This is an optimization exercise on Yosys and OpenROAD, whose aim is small area, not a production implementation. At most, simulation tests tie the RTL to the original design; equivalence was not proved. Power is estimated from default activity; no workload was simulated.

rev 12:
==> module pixel_memory_cubes, before the edit <==
module pixel_memory_cubes (
    input  [9:0] pos,
    input  [8:0] height,
    output [1:0] pix_value
);
    wire [6:0] xb = pos[9:3] - 7'd24;               
    wire [2:0] xm = xb % 7'd5;
    wire       xq = (xb / 7'd5) & 1'b1;           
    wire [5:0] up = {xm, pos[2:0]};                
    wire [5:0] yb = height[8:3];
    wire [2:0] ym = yb % 6'd5;
    wire       hv = (yb / 6'd5) & 1'b1;            
    wire       py = (yb / 6'd10) & 1'b1;           
    wire [5:0] r  = {ym, height[2:0]};             
    wire       hu = xq ^ py;                       
    wire [5:0] thr_lo = hv ? r + 6'd1 : r;
    wire [5:0] thr_hi = hv ? 6'd39 - r : 6'd40 - r;
    wire [5:0] thr = hu ? thr_hi : thr_lo;
    wire       on = (up < thr) ^ hu ^ hv;
    assign pix_value = on ? (hu ? 2'd3 : 2'd1) : 2'd0;
endmodule
==> module frame_pattern_gen, before the edit <==
module frame_pattern_gen (
    input clk,
    input rst,
    input [2:0] sel,
    input dval,
    input lval_negedge,
    input fval_posedge,
    input [9:0] line_pos,
    input [4:0] col_q25,
    input       col_mod3_zero,       
    input [8:0] line_counter,
    output reg [7:0] pix_value
    );
reg [1:0] repeat1;
reg [7:0] reg_pix_value;
reg [1:0] pix_logo;
reg [1:0] pix_cubes;
reg [1:0] pix_choco_bar;
wire [1:0] new_logo;
wire [1:0] new_cubes;
wire [1:0] new_choco_bar;
wire sel_choco = (sel == 3'b001);
wire sel_cubes = (sel == 3'b110);
wire sel_logo  = (sel == 3'b111);
wire image_sel = sel_choco || sel_cubes || sel_logo;
pixel_memory_logo PIX_MEM_LOGO (
    .pos(line_pos), 
    .height(line_counter),
    .pix_value(new_logo)
);
pixel_memory_cubes PIX_MEM_CUBES (
    .pos(line_pos), 
    .height(line_counter), 
    .pix_value(new_cubes)
);
pixel_memory_choco_bar PIX_MEM_CHOCO_BAR (
    .pos(line_pos), 
    .col_q25(col_q25),
    .height(line_counter), 
    .pix_value(new_choco_bar)
);
wire [1:0] image_pix = sel_choco ? pix_choco_bar : sel_cubes ? pix_cubes : pix_logo;
wire [7:0] image_value;
decoder DECODER (
    .pix_data(image_pix),
    .sel(sel),
    .decoded_pix_data(image_value)
);
wire [7:0] band30 = line_counter[8:1] / 8'd15;
wire [7:0] straps_value = {4{band30[1:0]}};
wire col_odd = (line_pos >= 10'd273 && line_pos <= 10'd352) ||
               (line_pos >= 10'd433 && line_pos <= 10'd512) ||
               (line_pos >= 10'd593 && line_pos <= 10'd672) ||
               (line_pos >= 10'd753 && line_pos <= 10'd912);
wire below_480 = (line_counter < 9'd480);
wire checker_white = !below_480 || (col_odd ^ band30[1]);
always @(posedge clk or posedge rst) begin
    if (rst == 1) begin
      repeat1 <= 1;
      reg_pix_value <= 0;
      pix_logo <= 2'b11;
      pix_cubes <= 2'b00;
      pix_choco_bar <= 2'b00;
      pix_value <= 0;
    end else begin
        if (dval && sel == 3'b010 && repeat1 == 2'd3 && col_mod3_zero)
            reg_pix_value <= reg_pix_value + 1;
        else if (lval_negedge || fval_posedge)
            reg_pix_value <= 0;
        if (sel == 3'b010 && repeat1 != 2'd3)
            repeat1 <= repeat1 + 1;
        else if (fval_posedge)
            repeat1 <= 1;
        if (dval && image_sel) begin
            pix_logo <= new_logo;
            pix_cubes <= new_cubes;
            pix_choco_bar <= new_choco_bar;
        end else if (fval_posedge) begin
            pix_logo <= 2'b11;
            pix_cubes <= 2'b00;
            pix_choco_bar <= 2'b00;
        end
        if (sel == 3'b011)
            pix_value <= {8{checker_white}};
        else if (!dval)
            pix_value <= 0;
        else if (sel == 3'b000)
            pix_value <= straps_value;
        else if (image_sel)
            pix_value <= image_value;
        else if (sel == 3'b010 && repeat1 == 2'd3)
            pix_value <= reg_pix_value;
    end
end
endmodule
==> flow/config.mk <==
export PLATFORM = sky130hd
export DESIGN_NAME = frame_gen
export DESIGN_NICKNAME = frame_gen
export VERILOG_FILES = /design/flow/design.v
export SDC_FILE = /design/flow/constraint.sdc
export NUM_CORES = 4
export LEC_CHECK = 0
export CAP_MARGIN = 20
export CORE_MARGIN = 2
export CORE_UTILIZATION = 40
export SLEW_MARGIN = 20
export SYNTH_MEMORY_MAX_BITS = 1048576
==> flow/constraint.sdc <==
create_clock -name core_clock -period 100.0 [get_ports {clk}]
set_input_delay 20.0000 -clock core_clock [delete_from_list [all_inputs] [get_ports {clk}]]
set_output_delay 20.0000 -clock core_clock [all_outputs]
set_load 0.01 [all_outputs]
standard.sh (not shown) runs the stock make flow with config.mk's settings and CLKGATE_MAP_FILE= SYNTH_SCRIPT=/design/flow/synth_recipe.tcl, a recipe that flattens the netlist after the stock synthesis.
==> flow/flow/run.sh <==
#!/bin/bash
# Layout flow: the standard ORFS flow (standard.sh), with
# - its synthesis step run by synth_recipe_mod.tcl (see flow/patch_synth.py)
#   instead of synth_recipe.tcl: the same synthesis up to and including the
#   flip-flop mapping, then no adder cells and an area-oriented abc script;
# - the make variables listed in flow/make_args.txt (one per line): smaller
#   port buffers and clock-tree buffers.
# Each tool's output goes to a log of its own: ORFS writes
# orfs/logs/<platform>/frame_gen/base/*.log, and this script writes
# flow_patch.log (the script patch) and flow_make.log (make, DEF export).
set -euo pipefail
HERE=$(pwd)
cp flow/synth_recipe_mod.tcl flow/abc_min.script "$HERE/"
python3 flow/patch_synth.py "$FLOW_HOME/scripts/synth.tcl" "$HERE/synth_mod.tcl" > flow_patch.log 2>&1
grep -q 'SYNTH_SCRIPT=' standard.sh
sed -e "s#SYNTH_SCRIPT=[^ ]*#SYNTH_SCRIPT=$HERE/synth_recipe_mod.tcl#" standard.sh > flow_standard_mod.sh
args=()
if [[ -f flow/make_args.txt ]]; then
  while IFS= read -r line; do
    [[ -n "$line" && "${line:0:1}" != "#" ]] && args+=("$line")
  done < flow/make_args.txt
fi
bash flow_standard_mod.sh "${args[@]}" finish > flow_make.log 2>&1
test -f out/final.def
Other scripts of this flow, unchanged in this note and not shown: flow/flow/abc_min.script, flow/flow/synth_recipe_mod.tcl, flow/flow/make_args.txt, flow/flow/patch_synth.py
Modified inputs, rev 13 compared to rev 12
--- a/flow/design.v
+++ b/flow/design.v
@@ -32,14 +32,15 @@
 module pixel_memory_cubes (
     input  [9:0] pos,
     input  [8:0] height,
     output [1:0] pix_value
 );
     wire [6:0] xb = pos[9:3] - 7'd24;               
-    wire [2:0] xm = xb % 7'd5;
-    wire       xq = (xb / 7'd5) & 1'b1;           
+    wire [4:0] xs = xb[6:4] + xb[3:0];
+    wire [2:0] xm = xs % 5'd5;
+    wire       xq = xb[4] ^ ((xs / 5'd5) & 1'b1);  
     wire [5:0] up = {xm, pos[2:0]};                
     wire [5:0] yb = height[8:3];
     wire [2:0] ym = yb % 6'd5;
     wire       hv = (yb / 6'd5) & 1'b1;            
     wire       py = (yb / 6'd10) & 1'b1;           
     wire [5:0] r  = {ym, height[2:0]};             
@@ -325,13 +326,16 @@
 wire [7:0] image_value;
 decoder DECODER (
     .pix_data(image_pix),
     .sel(sel),
     .decoded_pix_data(image_value)
 );
-wire [7:0] band30 = line_counter[8:1] / 8'd15;
+wire [3:0] band_h = line_counter[8:5];
+wire [3:0] band_l = line_counter[4:1];
+wire [4:0] band_s = band_h + band_l;
+wire [3:0] band30 = band_h + (band_s >= 5'd15) + (band_s >= 5'd30);
 wire [7:0] straps_value = {4{band30[1:0]}};
 wire col_odd = (line_pos >= 10'd273 && line_pos <= 10'd352) ||
                (line_pos >= 10'd433 && line_pos <= 10'd512) ||
                (line_pos >= 10'd593 && line_pos <= 10'd672) ||
                (line_pos >= 10'd753 && line_pos <= 10'd912);
 wire below_480 = (line_counter < 9'd480);
==> run summary <==
In rev 13, the hold slack came out 0.018 ns below the value in rev 12.
Comparing power for rev 13 and rev 12, the smaller number came from rev 12.
Rev 13 and rev 12 ended up with nearly the same routed via count divided by cell count.
Compared rev 12 against rev 13; full die area within noise.
Sequential share of power ended up 3.6 points lower on rev 13 than on rev 12.
On largest driver fanout on the critical path: between rev 13 and rev 12, it ends up lower for rev 13.
In rev 13, the count of cells along the worst hold path came out 1 above the value in rev 12.
Summary of the comparison: top achievable clock speed is higher in rev 13, relative to rev 12.
For rev 12, only the layout was checked, not whether the RTL still works.

port drivers added, routing unchanged:
The flow's constraints put no driver on any port. The routed layouts listed below were extracted and timed again, unchanged, in two steps. Step 1 sets driving cells, clkbuf_16 on the clock port and buf_2 on the other inputs (assumed; they add their load-dependent delay and slew). Step 2 moves the port delays by t, midway between the first and last clock arrival at a register: inputs arrive t later, outputs are due t later. That takes back most of the time a late clock gives input paths. Slacks: no drivers / after step 1 / after step 2; pairs: no drivers / after step 1.
| run | t (ns) | slack for setup (ns) | worst setup path after step 2 | worst register clock-pin slew, ns | pins driven straight from the clock port |
|---|---|---|---|---|---|
| rev 12 | 0.383 | 77.330 / 77.294 / 77.677 | register to output | 0.08 / 0.08 | 1 |
| rev 13 | 0.394 | 77.448 / 77.418 / 77.811 | register to output | 0.08 / 0.08 | 1 |
After both steps every run listed still meets setup and hold.
